From an optimization exercise on the open Yosys and OpenROAD flow, aimed at small area, a short achievable clock period and few clock cycles; shortcuts taken in it are not production practice. Only simulation tests tie the RTL to the original design; equivalence was not proved.

==> run a: inputs <==
Design CONV, start of the top module:
module CONV(
  input             clk,
  input             reset,
  output reg        busy,
  input             ready,
  output reg [11:0] iaddr,
  input      [19:0] idata,
  output reg        cwr,
  output reg [11:0] caddr_wr,
  output reg [19:0] cdata_wr,
  output            crd,
  output reg [11:0] caddr_rd,
  input      [19:0] cdata_rd,
  output reg [2:0]  csel
);
clock: 9.0 ns
lec_check: 0
cap_margin: 20
core_margin: 2
core_utilization: 40
setup_slack_margin: 4.0
slew_margin: 20
run.sh (not shown) runs the stock make flow with config.mk's settings and CLKGATE_MAP_FILE= SYNTH_SCRIPT=/design/flow/synth_recipe.tcl, a recipe that flattens the netlist after the stock synthesis.
==> inputs of run b, as changes to run a <==
SETUP_SLACK_MARGIN = unset   (was 4.0)
==> flow_metrics.tcl <==
set metrics [dict create \
    via_per_inst 5.987 \
    hp-start "cm[1]" \
    cp.arrival_ns 6.22 \
    status "complete, no violations" \
    cpPeakStageDelay_ns 0.82 \
    use_met3 0.09227 \
    drive_above_1_share 0.1718 \
    finalInstanceArea_um2 75910 \
    crit_family "simple AND/OR/NAND/NOR gates" \
    fmax_mhz 178.1 \
    grt_usage 0.3168 \
    dpl_cell_area_um2 64760 \
]
(the above is from run a)
==> flow_metrics.tcl <==
set metrics [dict create \
    cpPeakStageDelay_ns 1.01 \
    use_met3 0.07484 \
    hp-start "R1[2]" \
    drive_above_1_share 0.04772 \
    dpl_cell_area_um2 64620 \
    grt_usage 0.2894 \
    status "complete, no violations" \
    crit_family "compound AO/OA/AOI/OAI gates" \
]
(the above is from run b)
Testbench counts of run a, summed over its fixed seeds: cycles 74,178.
Testbench counts of run b, summed over its fixed seeds: cycles 74,178.

==> harbor <==
Another version of the RTL of CONV (not shown whole).
==> flow/config.mk <==
export PLATFORM = sky130hd
export DESIGN_NAME = CONV
export DESIGN_NICKNAME = CONV
export VERILOG_FILES = /design/flow/design.v
export SDC_FILE = /design/flow/constraint.sdc
export NUM_CORES = 4
export LEC_CHECK = 0
export CAP_MARGIN = 20
export CORE_MARGIN = 2
export CORE_UTILIZATION = 40
export CTS_BUF_LIST = sky130_fd_sc_hd__clkbuf_16
export CTS_CLUSTER_DIAMETER = 100
export CTS_CLUSTER_SIZE = 25
export SLEW_MARGIN = 20
export SETUP_SLACK_MARGIN = 5.4
==> flow/constraint.sdc <==
create_clock -name core_clock -period 9.0 [get_ports {clk}]
set_input_delay 1.8000 -clock core_clock [delete_from_list [all_inputs] [get_ports {clk}]]
set_output_delay 1.8000 -clock core_clock [all_outputs]
set_load 0.01 [all_outputs]
standard.sh (not shown) runs the stock make flow with config.mk's settings and CLKGATE_MAP_FILE= SYNTH_SCRIPT=/design/flow/synth_recipe.tcl, a recipe that flattens the netlist after the stock synthesis.
==> flow/flow/run.sh <==
#!/bin/bash
set -e
cfg="${FLOW_CONFIG:-config.mk}"
if grep -q '^export SETUP_SLACK_MARGIN' "$cfg"; then
  sed -i 's/^export SETUP_SLACK_MARGIN.*/export SETUP_SLACK_MARGIN = 5.4/' "$cfg"
else
  echo 'export SETUP_SLACK_MARGIN = 5.4' >> "$cfg"
fi
grep -n SETUP_SLACK_MARGIN "$cfg" > run_config.log
bash standard.sh > standard.log 2>&1
==> nickel (differences from harbor) <==
CORE_UTILIZATION = 55   (was 40)
==> delta (differences from harbor) <==
--- a/flow/design.v
+++ b/flow/design.v
@@ -20,15 +20,15 @@
   reg [6:0] R;             
   reg [5:0] c;
   reg [1:0] ph;
   reg [6:0] n;             
   reg       op1, fl1;
-  reg [6:0] R1; reg [5:0] c1; reg [1:0] ph1;
+  reg [6:0] R1; reg [5:0] c1; reg [1:0] ph1; reg [6:0] n1;
   reg       opm, flm;
-  reg [6:0] Rm; reg [5:0] cm; reg [1:0] phm;
+  reg [6:0] Rm; reg [5:0] cm; reg [1:0] phm; reg [6:0] nm;
   reg       op2, fl2;
-  reg [6:0] n2;            
+  reg [6:0] R2; reg [5:0] c2; reg [1:0] ph2; reg [6:0] n2;
   reg v1;   
   wire signed [19:0] Xin = v1 ? idata : 20'sd0;
   reg [19:0] m0, m1;       
   reg [19:0] b0, b1;       
   reg pcap0, pcap1, pev0, pev1, ccap0, ccap1, last;
@@ -123,13 +123,13 @@
     SEL1 <= (cm == 6'd0 && phm == 2'd2) ? 3'b000 : {phm == 2'd2, phm == 2'd1, phm == 2'd0};
     SEL2 <= (cm == 6'd0) ? 3'b000 : {phm == 2'd2, phm == 2'd1, phm == 2'd0};
   end
   wire [37:0] T00_0 = ({38{SEL0[0]}} & (F169 <<< 8)) | ({38{SEL0[1]}} & (F1 <<< 12)) | ({38{SEL0[2]}} & ~(F169 <<< 7));
   wire N00_0 = SEL0[2];
-  wire [37:0] T00_1 = ({38{SEL0[0]}} & ~(F1 <<< 1)) | ({38{SEL0[1]}} & (F1 <<< 2)) | ({38{SEL0[2]}} & ~(F1 <<< 10));
+  wire [37:0] T00_1 = ({38{SEL0[0]}} & ~(F1 <<< 1)) | ({38{SEL0[2]}} & ~(F1 <<< 10));
   wire N00_1 = SEL0[0] | SEL0[2];
-  wire [37:0] T00_2 = ({38{SEL0[0]}} & ~(F3 <<< 5)) | ({38{SEL0[2]}} & ~(F169 <<< 0));
+  wire [37:0] T00_2 = ({38{SEL0[0]}} & ~(F3 <<< 5)) | ({38{SEL0[1]}} & (F1 <<< 2)) | ({38{SEL0[2]}} & ~(F169 <<< 0));
   wire N00_2 = SEL0[0] | SEL0[2];
   wire [37:0] T01_0 = ({38{SEL1[0]}} & (F169 <<< 0)) | ({38{SEL1[1]}} & ~(F3 <<< 13)) | ({38{SEL1[2]}} & ~(F3 <<< 13));
   wire N01_0 = SEL1[1] | SEL1[2];
   wire [37:0] T01_1 = ({38{SEL1[0]}} & (F3 <<< 2)) | ({38{SEL1[1]}} & ~(F169 <<< 5)) | ({38{SEL1[2]}} & (F5 <<< 11));
   wire N01_1 = SEL1[1];
@@ -147,13 +147,13 @@
   wire N10_1 = SEL0[0];
   wire [37:0] T10_2 = ({38{SEL0[0]}} & ~(F1 <<< 5)) | ({38{SEL0[1]}} & (F1 <<< 8)) | ({38{SEL0[2]}} & (F13 <<< 3));
   wire N10_2 = SEL0[0];
   wire [37:0] T11_0 = ({38{SEL1[0]}} & ~(F5 <<< 0)) | ({38{SEL1[2]}} & ~(F3 <<< 8));
   wire N11_0 = SEL1[0] | SEL1[2];
-  wire [37:0] T11_1 = ({38{SEL1[0]}} & ~(F169 <<< 0)) | ({38{SEL1[1]}} & (F169 <<< 5)) | ({38{SEL1[2]}} & (F169 <<< 0));
+  wire [37:0] T11_1 = ({38{SEL1[0]}} & ~(F169 <<< 0)) | ({38{SEL1[1]}} & (F13 <<< 9)) | ({38{SEL1[2]}} & (F169 <<< 0));
   wire N11_1 = SEL1[0];
-  wire [37:0] T11_2 = ({38{SEL1[0]}} & (F169 <<< 6)) | ({38{SEL1[1]}} & (F13 <<< 9)) | ({38{SEL1[2]}} & ~(F169 <<< 6));
+  wire [37:0] T11_2 = ({38{SEL1[0]}} & (F169 <<< 6)) | ({38{SEL1[1]}} & (F169 <<< 5)) | ({38{SEL1[2]}} & ~(F169 <<< 6));
   wire N11_2 = SEL1[2];
   wire [37:0] T12_0 = ({38{SEL2[0]}} & ~(F13 <<< 10)) | ({38{SEL2[1]}} & (F5 <<< 0)) | ({38{SEL2[2]}} & (F13 <<< 10));
   wire N12_0 = SEL2[0];
   wire [37:0] T12_1 = ({38{SEL2[0]}} & ~(F5 <<< 7)) | ({38{SEL2[1]}} & (F1 <<< 13)) | ({38{SEL2[2]}} & (F169 <<< 6));
   wire N12_1 = SEL2[0];
@@ -642,11 +642,11 @@
         S_IDLE: if (ready) begin
           st <= S_OPS; busy <= 1'b1; R <= 7'd0; c <= 6'd0; ph <= 2'd1;
         end
         S_OPS: begin
           if (ph == 2'd2) begin
-            ph <= (R == 7'd0 && c != 6'd63) ? 2'd1 : 2'd0;   
+            ph <= 2'd0;
             if ((R == 7'd64) ? (c == 6'd1) : (c == 6'd63)) begin
               c <= 6'd0; R <= R + 7'd1;
               if (R == 7'd64) begin st <= S_FLUSH; n <= 7'd0; end
             end else c <= c + 6'd1;
           end else ph <= ph + 2'd1;
@@ -672,31 +672,34 @@
       last <= fl3 && (n3 == 7'd64);
       if (last) busy <= 1'b0;
     end
   end
   always @(posedge clk) begin
-    {R1, c1, ph1} <= {R, c, ph};
-    {Rm, cm, phm} <= {R1, c1, ph1};
-    n2 <= fl2 ? n2 + 7'd1 : 7'd0;
+    {R1, c1, ph1, n1} <= {R, c, ph, n};
+    {Rm, cm, phm, nm} <= {R1, c1, ph1, n1};
+    {R2, c2, ph2, n2} <= {Rm, cm, phm, nm};
     iaddr <= {rr0[5:0], c};
     v1 <= (st == S_OPS) && !rr0[6] && rr0 <= 7'd63;
-    caddr_rd <= (s0 | s1) ? {WR3[5:0] - 6'd1, WC3} : (fj1[0] ? {fp, fj1, fk} : {2'd0, fp, fj1});
-    if (s0 | s1) begin
-      cdata_wr <= RV; csel <= s0 ? 3'd1 : 3'd2; caddr_wr <= {WR3[5:0], WC3};
+    if (s0) begin
+      cdata_wr <= RV; csel <= 3'd1; caddr_wr <= {WR3[5:0], WC3};
+      caddr_rd <= {WR3[5:0] - 6'd1, WC3};
+      pev0 <= ~WC3[0];
+    end else if (s1) begin
+      cdata_wr <= RV; csel <= 3'd2; caddr_wr <= {WR3[5:0], WC3};
+      pev1 <= ~WC3[0];
     end else if (fc_do) begin
       cdata_wr <= fk ? m1 : m0;
       csel <= fj[0] ? 3'd5 : (fk ? 3'd4 : 3'd3);
       caddr_wr <= fj[0] ? {fp, fj, fk} : {2'd0, fp, fj};
-    end else begin
+      if (fj == 5'd0) begin
+        if (fk) b1 <= m1; else b0 <= m0;
+      end
+    end else if (ch_do) begin
       cdata_wr <= fk ? b1 : b0;
       csel <= fj[0] ? (fk ? 3'd4 : 3'd3) : 3'd5;
       caddr_wr <= fj[0] ? {2'd0, fp, fj} : {fp, fj, fk};
-    end
-    if (s0) pev0 <= ~WC3[0];
-    if (s1) pev1 <= ~WC3[0];
-    if (fc_do && fj == 5'd0) begin
-      if (fk) b1 <= m1; else b0 <= m0;
+      caddr_rd <= fj1[0] ? {fp, fj1, fk} : {2'd0, fp, fj1};
     end
     if (ccap0) b0 <= cdata_rd;
     if (ccap1) b1 <= cdata_rd;
     if (pcap0) m0 <= mx;
     if (pcap1) m1 <= mx;
==> flow/run.sh (new file) <==
#!/bin/bash
# synth_recipe.tcl (not shown) runs the flow's synth.tcl, then flattens the netlist and writes it again
# the make line also repeats each setting of config.mk as NAME=value (left out here)
make -C /OpenROAD-flow-scripts/flow DESIGN_CONFIG=/design/flow/config.mk WORK_HOME=/design/flow/orfs CLKGATE_MAP_FILE= SYNTH_SCRIPT=/design/flow/synth_recipe.tcl finish
CTS_BUF_LIST = default   (was sky130_fd_sc_hd__clkbuf_16)
CTS_CLUSTER_DIAMETER = default   (was 100)
CTS_CLUSTER_SIZE = default   (was 25)
SETUP_SLACK_MARGIN = 5.0   (was 5.4)
removed: flow/flow/run.sh
removed: flow/standard.sh
==> impl_metrics.ini <==
[worst_setup_path]
r2r_start = SEL0[0]
cp.depth = 13
critical_path_class = primary input to flip-flop

[yosys]
yosys.area_share.simple_pct = 8.94

[layout]
nFlopsAndLatches = 943
buffers = 270
multi_input_area_sq_um = 38900
finish.utilization_pct = 45.8
seq_area_share_pct = 28.8
layout.nets = 7316

[cts]
clk_latency_ps = 800
clkSlewWorstSetupHoldPaths_ps = 60

[status]
status = complete, no violations

[die]
die_h_microns = 401
-- figures above: delta

==> impl_metrics.ini <==
[status]
status = complete, no violations

[layout]
nFlopsAndLatches = 929
finish.utilization_pct = 61.0
multi_input_area_sq_um = 38700

[worst_setup_path]
r2r_start = Xr[5]
cp.depth = 17

[yosys]
yosys.area_share.simple_pct = 8.66

[cts]
clk_latency_ps = 710

[die]
die_h_microns = 340
-- figures above: nickel

==> impl_metrics.ini <==
[worst_setup_path]
critical_path_class = primary input to flip-flop
r2r_start = Xr[0]
cp.depth = 12

[layout]
layout.nets = 7200
syn2layout_area_growth_pct = 11.7
finish.utilization_pct = 44.9
seq_area_share_pct = 28.8
nFlopsAndLatches = 929
multi_input_area_sq_um = 38700
buffers = 292

[cts]
clk_latency_ps = 740
clkSlewWorstSetupHoldPaths_ps = 100
cts_made_buffers = 50

[status]
status = complete, no violations

[drt]
wl_per_cell_microns = 24.4

[yosys]
yosys.area_share.simple_pct = 8.66

[die]
die_h_microns = 397
-- figures above: harbor

Testbench counts of harbor, summed over its fixed seeds: cycles 73,806.
Testbench counts of nickel, summed over its fixed seeds: cycles 73,806.
Testbench counts of delta, summed over its fixed seeds: cycles 74,184.

[static timing again, ports no longer ideal]
The results above use ideal ports. As a check the final layouts listed here were re-extracted and re-timed, cells and wires unchanged. Step 1 (the two cells are an assumption about what drives the block):
set clk [get_ports {clk}]
set_driving_cell -lib_cell sky130_fd_sc_hd__clkbuf_16 $clk
set_driving_cell -lib_cell sky130_fd_sc_hd__buf_2 [delete_from_list [all_inputs] $clk]
Step 2 also shifts input and output timing later by t, the mid clock arrival at the registers, as if the neighbouring blocks saw the same clock. Slacks: ideal / step 1 / step 2; pairs: ideal / step 1.
run	t (ns)	setup WS [ns]	slew at the worst register clock pin (ns)
run a	0.787	3.385 / 3.385 / 3.385	0.07 / 0.07
run b	0.778	0.651 / 0.651 / 0.651	0.07 / 0.07
harbor	0.789	5.250 / 5.297 / 4.508	0.12 / 0.12
nickel	0.774	5.219 / 5.219 / 4.559	0.11 / 0.11
delta	0.825	4.910 / 4.935 / 4.110	0.07 / 0.07
After both steps setup and hold are still met in every run listed. For delta, which loses most, drivers alone change the setup slack by +0.025 ns; drivers and shift together by -0.800 ns.
